Context: an optimization exercise on an open-source flow, tuned for small area. The choices shown serve that exercise and are no tape-out recipe. Function was checked by simulation only, so behaviour that the tests miss may differ from the original. Power and IR drop assume default switching activity.

Design tank_game, start of the top module:
module tank_game(
    input        clk,
    input        rst_n,
    input        press_up_1,
    input        press_down_1,
    input        press_left_1,
    input        press_right_1,
    input        press_fire_1,
    input        press_up_2,
    input        press_down_2,
    input        press_left_2,
    input        press_right_2,
    input        press_fire_2,
    input        vga_busy,
    input  [5:0] vga_x,
    input  [5:0] vga_y,
    output       is_map,
    output [1:0] game_state,
    output [1:0] who_wins,
    output [5:0] tank_1_x,
    output [5:0] tank_1_y,
    output [1:0] tank_1_dir,
    output [2:0] tank_1_life,
    output [5:0] tank_2_x,
    output [5:0] tank_2_y,
    output [1:0] tank_2_dir,
    output [2:0] tank_2_life,
    output [4:0] valid_1_shell,
    output [4:0] valid_2_shell,
    output [5:0] shell_1_0_x, output [5:0] shell_1_0_y,
    output [5:0] shell_1_1_x, output [5:0] shell_1_1_y,
    output [5:0] shell_1_2_x, output [5:0] shell_1_2_y,
    output [5:0] shell_1_3_x, output [5:0] shell_1_3_y,
    output [5:0] shell_1_4_x, output [5:0] shell_1_4_y,
    output [5:0] shell_2_0_x, output [5:0] shell_2_0_y,
    output [5:0] shell_2_1_x, output [5:0] shell_2_1_y,
    output [5:0] shell_2_2_x, output [5:0] shell_2_2_y,
    output [5:0] shell_2_3_x, output [5:0] shell_2_3_y,
    output [5:0] shell_2_4_x, output [5:0] shell_2_4_y
);
localparam [1:0] START = 2'd0, GAME = 2'd1, END = 2'd2;
reg  [1:0] state;
reg  [1:0] wins;
reg        map_q;
reg        frame;
reg  [2:0] cmd_1, cmd_2;
reg        fire_q_1, fire_q_2;
reg        hit_1, hit_2;           
reg        hurt_1, hurt_2;
wire game = (state == GAME);
wire end_screen = (state == END);
assign game_state = state;
assign who_wins = wins;
assign is_map = map_q;
tg_tank #(.INIT_X(6'd6), .INIT_Y(6'd38), .INIT_DIR(2'd3)) u_tank_1(
    .clk(clk), .rst_n(rst_n), .dir_in(cmd_1), .frame(frame), .end_screen(end_screen),
    .hurt(hurt_1), .x(tank_1_x), .y(tank_1_y), .life(tank_1_life), .dir(tank_1_dir));
tg_tank #(.INIT_X(6'd57), .INIT_Y(6'd6), .INIT_DIR(2'd2)) u_tank_2(
    .clk(clk), .rst_n(rst_n), .dir_in(cmd_2), .frame(frame), .end_screen(end_screen),
    .hurt(hurt_2), .x(tank_2_x), .y(tank_2_y), .life(tank_2_life), .dir(tank_2_dir));
  ...
Size in the first run: ~190 I/O pins, about 18000 um2 of cells after synthesis.
export LEC_CHECK = 0
export CAP_MARGIN = 0
export CORE_MARGIN = 2
export CORE_UTILIZATION = 35
export GPL_TIMING_DRIVEN = 0
export PLACE_DENSITY = 0.5
export SLEW_MARGIN = 0
create_clock -name core_clock -period 40.0 [get_ports {clk}]
standard.sh (not shown) runs the stock make flow with config.mk's settings and CLKGATE_MAP_FILE= SYNTH_SCRIPT=/design/flow/synth_recipe.tcl, a recipe that flattens the netlist after the stock synthesis.
==> flow/flow/run.sh <==
#!/bin/bash
# Layout: the standard ORFS flow, except that
#  - the standard synthesis's logic between the registers is re-mapped by ABC
#    for area (registers untouched: same cells, same names): in each round
#    every script s*.abc runs on each of the two smallest netlists so far,
#    for up to six rounds, until the smallest gains less than 0.05%;
#  - the ports get the smallest buffer;
#  - the clock tree uses clkbuf_4 in clusters of at most 8 sinks, no dummy loads.
set -euo pipefail
W=$PWD
R=$W/orfs/results/$FLOW_PLATFORM/tank_game/base
LIB=$FLOW_HOME/platforms/$FLOW_PLATFORM/lib/sky130_fd_sc_hd__tt_025C_1v80.lib
export BUFFER_PORTS_ARGS="-buffer_cell sky130_fd_sc_hd__buf_1"
export CTS_ARGS="-sink_clustering_enable -repair_clock_nets -dont_use_dummy_load -buf_list sky130_fd_sc_hd__clkbuf_4 -sink_clustering_size 8 -sink_clustering_max_diameter 50"

bash standard.sh $R/1_2_yosys.v > $W/synth.log 2>&1
cp $R/1_2_yosys.v $W/standard_synth.v

area() { grep "Chip area" "$1" | tail -1 | awk '{print $NF}'; }

# candidates: "area netlist" lines, smallest first
echo "1e12 $W/standard_synth.v" > $W/cands.txt
for round in 1 2 3 4 5 6; do
  prev=$(head -1 $W/cands.txt | awk '{print $1}')
  k=0
  for c in $(head -2 $W/cands.txt | awk '{print $2}'); do
    k=$((k + 1))
    pids=()
    for s in $W/flow/s*.abc; do
      n=r${round}_c${k}_$(basename $s .abc)
      sed -e "s#{LIB}#$LIB#g" -e "s#{IN}#$c#" -e "s#{OUT}#$W/$n.v#" \
          -e "s#{TOP}#$FLOW_TOP#" -e "s#{ABC}#$s#" $W/flow/remap.ys > $W/$n.ys
      yosys -q -l $W/$n.log -s $W/$n.ys > /dev/null 2>&1 &
      pids+=($!)
    done
    for p in "${pids[@]}"; do wait $p; done
    for s in $W/flow/s*.abc; do
      n=r${round}_c${k}_$(basename $s .abc)
      echo "$(area $W/$n.log) $W/$n.v" >> $W/cands.txt
      echo "$n $(area $W/$n.log)" >> $W/remap_areas.txt
    done
  done
  sort -g $W/cands.txt | awk '!seen[$1]++' > $W/cands.tmp && mv $W/cands.tmp $W/cands.txt
  best=$(head -1 $W/cands.txt | awk '{print $1}')
  echo "round $round best $(head -1 $W/cands.txt)" >> $W/remap_areas.txt
  awk -v a="$best" -v b="$prev" 'BEGIN { exit !(a < 0.9995 * b) }' || break
done
cp $(head -1 $W/cands.txt | awk '{print $2}') $R/1_2_yosys.v
touch $R/1_2_yosys.v $R/1_2_yosys.sdc
bash standard.sh > $W/layout.log 2>&1
==> flow/flow/s5.abc <==
&get -n
&st
&dch -f
&nf -R 1000 -E 100
&put
topo
==> flow/flow/s6.abc <==
&get -n
&st
&dch -f
&nf -R 1000 -a -A 4
&put
topo
Other scripts of this flow, unchanged in this note and not shown: flow/flow/remap.ys, flow/flow/s1.abc, flow/flow/s2.abc, flow/flow/s3.abc, flow/flow/s4.abc
The first run finished with timing, DRC and antenna clean.
Edit:
==> flow/flow/run.sh (replaced) <==
#!/bin/bash
# Layout: the standard ORFS flow, except that
#  - the standard synthesis's logic between the registers is re-mapped by ABC
#    for area: a few scripts, each run on the smallest netlist so far, for up
#    to eight rounds, until a round gains less than 0.1% (registers untouched: same cells, same names);
#  - the ports get the smallest buffer;
#  - the clock tree uses clkbuf_4 in clusters of at most 8 sinks, no dummy loads.
set -euo pipefail
W=$PWD
R=$W/orfs/results/$FLOW_PLATFORM/tank_game/base
LIB=$FLOW_HOME/platforms/$FLOW_PLATFORM/lib/sky130_fd_sc_hd__tt_025C_1v80.lib
export BUFFER_PORTS_ARGS="-buffer_cell sky130_fd_sc_hd__buf_1"
export CTS_ARGS="-sink_clustering_enable -repair_clock_nets -dont_use_dummy_load -buf_list sky130_fd_sc_hd__clkbuf_4 -sink_clustering_size 8 -sink_clustering_max_diameter 50"

bash standard.sh $R/1_2_yosys.v > $W/synth.log 2>&1
cp $R/1_2_yosys.v $W/standard_synth.v

area() { grep "Chip area" "$1" | tail -1 | awk '{print $NF}'; }
smaller() { awk -v a="$1" -v b="$2" 'BEGIN { exit !(a < b) }'; }

best=$W/standard_synth.v
best_area=1e12
for round in 1 2 3 4 5 6 7 8; do
  prev_area=$best_area
  pids=()
  for s in $W/flow/s*.abc; do
    n=r${round}_$(basename $s .abc)
    sed -e "s#{LIB}#$LIB#g" -e "s#{IN}#$best#" -e "s#{OUT}#$W/$n.v#" \
        -e "s#{TOP}#$FLOW_TOP#" -e "s#{ABC}#$s#" $W/flow/remap.ys > $W/$n.ys
    yosys -q -l $W/$n.log -s $W/$n.ys > /dev/null 2>&1 &
    pids+=($!)
  done
  for p in "${pids[@]}"; do wait $p; done
  improved=0
  for s in $W/flow/s*.abc; do
    n=r${round}_$(basename $s .abc)
    a=$(area $W/$n.log)
    echo "$n $a" >> $W/remap_areas.txt
    if smaller "$a" "$best_area"; then best=$W/$n.v; best_area=$a; improved=1; fi
  done
  echo "round $round best $best $best_area" >> $W/remap_areas.txt
  [[ $improved == 1 ]] || break
  awk -v a="$best_area" -v b="$prev_area" 'BEGIN { exit !(a < 0.999 * b) }' || break
done
cp $best $R/1_2_yosys.v
touch $R/1_2_yosys.v $R/1_2_yosys.sdc
bash standard.sh > $W/layout.log 2>&1
Setup slack is worse by 0.56 ns.
Design area goes up slightly.
Register-to-register slack is better by 0.18 ns.
Clock power goes up by a few percent.
Global-route usage goes up by 0.26 points.
Count of clock-buffer cells in the layout goes up by 4.
Worst hold slack is better by 0.0033 ns.
Synthesized area goes up slightly.
Wire length goes up slightly.
Power goes up by a few percent.
Critical path depth goes up by 1.
Edit:
--- a/flow/flow/run.sh
+++ b/flow/flow/run.sh
@@ -5 +5 @@
-#    to eight rounds, until a round gains less than 0.1% (registers untouched: same cells, same names);
+#    to three rounds (registers untouched: same cells, same names);
@@ -23,2 +23 @@
-for round in 1 2 3 4 5 6 7 8; do
-  prev_area=$best_area
+for round in 1 2 3; do
@@ -43 +41,0 @@
-  awk -v a="$best_area" -v b="$prev_area" 'BEGIN { exit !(a < 0.999 * b) }' || break
removed: flow/flow/s5.abc
removed: flow/flow/s6.abc
Effect: The changed run completed with no timing, DRC or antenna violations; cell area hardly moves; sequential share of layout area barely changes; sequential power is about the same.
Edit:
==> flow/flow/run.sh (replaced) <==
#!/bin/bash
# Layout: the standard ORFS flow, except that
#  - the standard synthesis's logic between the registers is re-mapped by ABC
#    for area (registers untouched: same cells, same names): in each round
#    every script s*.abc runs on each of the two smallest netlists so far,
#    for up to six rounds, until the smallest gains less than 0.05%;
#  - the ports get the smallest buffer;
#  - the clock tree uses clkbuf_4 in clusters of at most 8 sinks, no dummy loads.
set -euo pipefail
W=$PWD
R=$W/orfs/results/$FLOW_PLATFORM/tank_game/base
LIB=$FLOW_HOME/platforms/$FLOW_PLATFORM/lib/sky130_fd_sc_hd__tt_025C_1v80.lib
export BUFFER_PORTS_ARGS="-buffer_cell sky130_fd_sc_hd__buf_1"
export CTS_ARGS="-sink_clustering_enable -repair_clock_nets -dont_use_dummy_load -buf_list sky130_fd_sc_hd__clkbuf_4 -sink_clustering_size 8 -sink_clustering_max_diameter 50"

bash standard.sh $R/1_2_yosys.v > $W/synth.log 2>&1
cp $R/1_2_yosys.v $W/standard_synth.v

area() { grep "Chip area" "$1" | tail -1 | awk '{print $NF}'; }

# candidates: "area netlist" lines, smallest first
echo "1e12 $W/standard_synth.v" > $W/cands.txt
for round in 1 2 3 4 5 6; do
  prev=$(head -1 $W/cands.txt | awk '{print $1}')
  k=0
  for c in $(head -2 $W/cands.txt | awk '{print $2}'); do
    k=$((k + 1))
    pids=()
    for s in $W/flow/s*.abc; do
      n=r${round}_c${k}_$(basename $s .abc)
      sed -e "s#{LIB}#$LIB#g" -e "s#{IN}#$c#" -e "s#{OUT}#$W/$n.v#" \
          -e "s#{TOP}#$FLOW_TOP#" -e "s#{ABC}#$s#" $W/flow/remap.ys > $W/$n.ys
      yosys -q -l $W/$n.log -s $W/$n.ys > /dev/null 2>&1 &
      pids+=($!)
    done
    for p in "${pids[@]}"; do wait $p; done
    for s in $W/flow/s*.abc; do
      n=r${round}_c${k}_$(basename $s .abc)
      echo "$(area $W/$n.log) $W/$n.v" >> $W/cands.txt
      echo "$n $(area $W/$n.log)" >> $W/remap_areas.txt
    done
  done
  sort -g $W/cands.txt | awk '!seen[$1]++' > $W/cands.tmp && mv $W/cands.tmp $W/cands.txt
  best=$(head -1 $W/cands.txt | awk '{print $1}')
  echo "round $round best $(head -1 $W/cands.txt)" >> $W/remap_areas.txt
  awk -v a="$best" -v b="$prev" 'BEGIN { exit !(a < 0.9995 * b) }' || break
done
cp $(head -1 $W/cands.txt | awk '{print $2}') $R/1_2_yosys.v
touch $R/1_2_yosys.v $R/1_2_yosys.sdc
bash standard.sh > $W/layout.log 2>&1
==> flow/flow/s5.abc (new file) <==
&get -n
&st
&dch -f
&nf -R 1000 -E 100
&put
topo
==> flow/flow/s6.abc (new file) <==
&get -n
&st
&dch -f
&nf -R 1000 -a -A 4
&put
topo
Settings changed: CORE_UTILIZATION 35 to 45, PLACE_DENSITY 0.5 to 0.6.
Synthesized cell count went down by 2.2%.
Wire length went down by 5.9%.
Fmax went up by 1.0%.
Total power went down by 3.4%.
Global-route usage went up by 5.7 points.
Register-to-register slack degrades by 0.59 ns.
Edit:
Settings changed: CORE_UTILIZATION 45 to 35, PLACE_DENSITY 0.6 to 0.65.
What happened:
- global-route usage decreases by 6.7 points
- clock-buffer cell count decreases by 3
- via count increases by 1.5%
- wire length increases by 1.8%
- total power decreases by 0.36%
- area after synthesis is unchanged

-- static timing again, ports no longer ideal --
The flow's constraints put no driver on any port. The routed layouts listed below were extracted and timed again, unchanged, in two steps. Step 1 sets driving cells, clkbuf_16 on the clock port and buf_2 on the other inputs (assumed; they add their load-dependent delay and slew). Step 2 times the ports against the registers' clock, not the clock port: input delays grow and output delays shrink by t, the midpoint of the rising clock arrivals with the driver on. Three values: no drivers, after step 1, after step 2; two values: the first two.
| run | shift t [ns] | setup slack, ns | hold slack, ns | clock arrival spread, ns |
|---|---|---|---|---|
| the first run | 0.796 | 29.652 / 29.596 / 29.375 | 0.437 / 0.437 / 0.437 | 0.056 / 0.056 |
| the second run | 0.830 | 29.094 / 29.040 / 29.300 | 0.441 / 0.441 / 0.441 | 0.096 / 0.096 |
| the third run | 0.818 | 29.564 / 29.507 / 29.689 | 0.418 / 0.418 / 0.418 | 0.101 / 0.101 |
| the fourth run | 0.797 | 29.668 / 29.619 / 29.327 | 0.448 / 0.448 / 0.448 | 0.069 / 0.069 |
| the fifth run | 0.779 | 29.704 / 29.650 / 29.454 | 0.443 / 0.443 / 0.443 | 0.055 / 0.054 |
After both steps every run listed still meets setup and hold. For the fourth run, which loses most, drivers alone change the setup slack by -0.049 ns; drivers and shift together by -0.341 ns.
